From an optimization exercise on the open Yosys and OpenROAD flow, aimed at small area and few clock cycles; shortcuts taken in it are not production practice. Only simulation tests tie the RTL to the original design; equivalence was not proved.

Design axi4s_cordic, start of the top module:
module axi4s_cordic #(
    parameter MODE = "ROT",       
    parameter integer DW = 12,
    parameter integer PAR = 1,
    parameter integer TDW = ((DW + 7) / 8) * 8
)(
    input  wire clk, resetn,
    input  wire signed [TDW*3*PAR - 1 : 0]  s_axis_tdata,
    input  wire                             s_axis_tlast,
    input  wire                             s_axis_tvalid,
    output wire                             s_axis_tready,
    output logic signed [TDW*3*PAR - 1 : 0] m_axis_tdata,
    output logic                            m_axis_tlast,
    output logic                            m_axis_tvalid,
    input  wire                             m_axis_tready
);
    function automatic [12:0] step0(input [12:0] a, input [12:0] b, input sub);
        logic [12:0] bs;
        logic c, k, sb;
        begin
            bs = b;
            c = sub;
            for (int j = 0; j < 13; j++) begin
                bs[j] = b[j + 0] ^ sub;
                step0[j] = a[j] ^ bs[j] ^ c;
                c = (a[j] & bs[j]) | (c & (a[j] ^ bs[j]));
            end
        end
    endfunction
    function automatic [12:0] step1(input [12:0] a, input [12:0] b, input sub);
        logic [12:0] bs;
        logic c, k, sb;
        begin
            bs = b;
            c = sub;
            for (int j = 0; j < 13; j++) begin
                bs[j] = ((j + 1 < 13) ? b[j + 1] : b[12]) ^ sub;
                step1[j] = a[j] ^ bs[j] ^ c;
                c = (a[j] & bs[j]) | (c & (a[j] ^ bs[j]));
            end
        end
    endfunction
  ...
Size in the first run: about 20000 um2 of cells after synthesis.
clock: 8.0 ns
lec_check: 0
abc_area: 1
cap_margin: 20
core_margin: 2
core_utilization: 40
slew_margin: 20
run.sh (not shown) runs the stock make flow with config.mk's settings and CLKGATE_MAP_FILE= SYNTH_SCRIPT=/design/flow/synth_recipe.tcl, a recipe that flattens the netlist after the stock synthesis.
The baseline finished clean.
Testbench counts at the start, summed over its fixed seeds: cycles 12,048.
Edit:
ABC_AREA = not set   (was 1)
Global-route usage goes down by 0.15 points. Setup slack degrades by 0.11 ns. Worst hold slack is about the same. Cell area goes up by about 0.5%. Die area goes up by about 0.6%. Final cell count goes down by about 5.6%. Sequential share of layout area goes down by 0.14 points. Wire length goes up by 1.3%. Via count goes down by 1.3%.

the reference run:
axi4s_cordic again, from the RTL that the note above started with.
Settings: LEC_CHECK=0, ABC_AREA=1, CAP_MARGIN=20, CORE_MARGIN=2, CORE_UTILIZATION=40, CTS_CLUSTER_DIAMETER=60, CTS_CLUSTER_SIZE=30, SLEW_MARGIN=20; clock period 8.0 ns.
Testbench counts of the reference run, summed over its fixed seeds: cycles 12,048.
[inputs] the trial run vs the reference run
diff --git a/flow/config.mk b/flow/config.mk
--- a/flow/config.mk
+++ b/flow/config.mk
@@ -10,5 +10,5 @@
 export CORE_MARGIN = 2
 export CORE_UTILIZATION = 40
-export CTS_CLUSTER_DIAMETER = 60
-export CTS_CLUSTER_SIZE = 30
+export CTS_CLUSTER_DIAMETER = 100
+export CTS_CLUSTER_SIZE = 50
 export SLEW_MARGIN = 20
### Flow results
Summary of the trial run over the reference run: initial core utilization has remained practically unchanged; shortest period the worst path allows dropped 0.057 ns; worst stage delay on the critical path climbed 0.02 ns.
On total wire length, the lower figure sits with the trial run, not the reference run.
Share of the core filled with cells in the trial run is 1.0 points below the reference run.

## the previous run
Another version of the RTL of axi4s_cordic (not shown whole).
Size: ~1800 cells after synthesis, roughly 100 I/O pins, about 19000 µm² of cells after synthesis.
clock: 8.0 ns
lec_check: 0
abc_area: 1
cap_margin: 20
core_margin: 2
core_utilization: 40
cts_buf_list: sky130_fd_sc_hd__clkbuf_8
cts_cluster_diameter: 60
cts_cluster_size: 30
slew_margin: 20
The previous run: done, clean on timing, DRC and antenna
Testbench counts of the previous run, summed over its fixed seeds: cycles 12,048.
Changes in the current run relative to the previous run:
- changing CTS_CLUSTER_DIAMETER from 60 to 80
- removing CTS_BUF_LIST (formerly sky130_fd_sc_hd__clkbuf_8)
- changing CTS_CLUSTER_SIZE from 30 to 40
### Flow results
From the previous run to the current run the numbers moved as follows: maximum operating frequency did not really move, wire length was more or less identical, fraction of the mapped netlist area in simple logic gates held steady. On sequential share of layout area, the previous run tracks the current run almost exactly.

## static timing again, ports no longer ideal
In the flow no input, the clock included, has a driving cell. The finished layouts below were timed again as built, in two steps.
Step 1 assumes that a clkbuf_16 drives the clock port and a buf_2 every other input.
Step 2, shift: input delay + t, output delay - t, t = (earliest + latest rising clock arrival at the registers) / 2. This alone moves slack from input paths to output paths.
Slacks: no drivers / after step 1 / after step 2; pairs: no drivers / after step 1.
run	t (ns)	setup WS [ns]	slew at the worst register clock pin (ns)	cell pins on the clock port's net
the first run of note 1	0.589	0.430 / 0.382 / 0.124	0.06 / 0.06	1
the second run of note 1	0.585	0.318 / 0.282 / 0.095	0.06 / 0.06	1
the reference run	0.599	0.418 / 0.370 / 0.125	0.08 / 0.08	1
the trial run	0.528	0.475 / 0.426 / 0.130	0.11 / 0.11	1
the previous run	0.633	0.327 / 0.298 / -0.095	0.12 / 0.12	1
the current run	0.562	0.331 / 0.331 / -0.104	0.10 / 0.10	1
Met with ideal ports but missed after step 2: setup timing in the previous run and the current run. For the current run, which loses most, drivers alone change the setup slack by 0.000 ns; drivers and shift together by -0.435 ns.
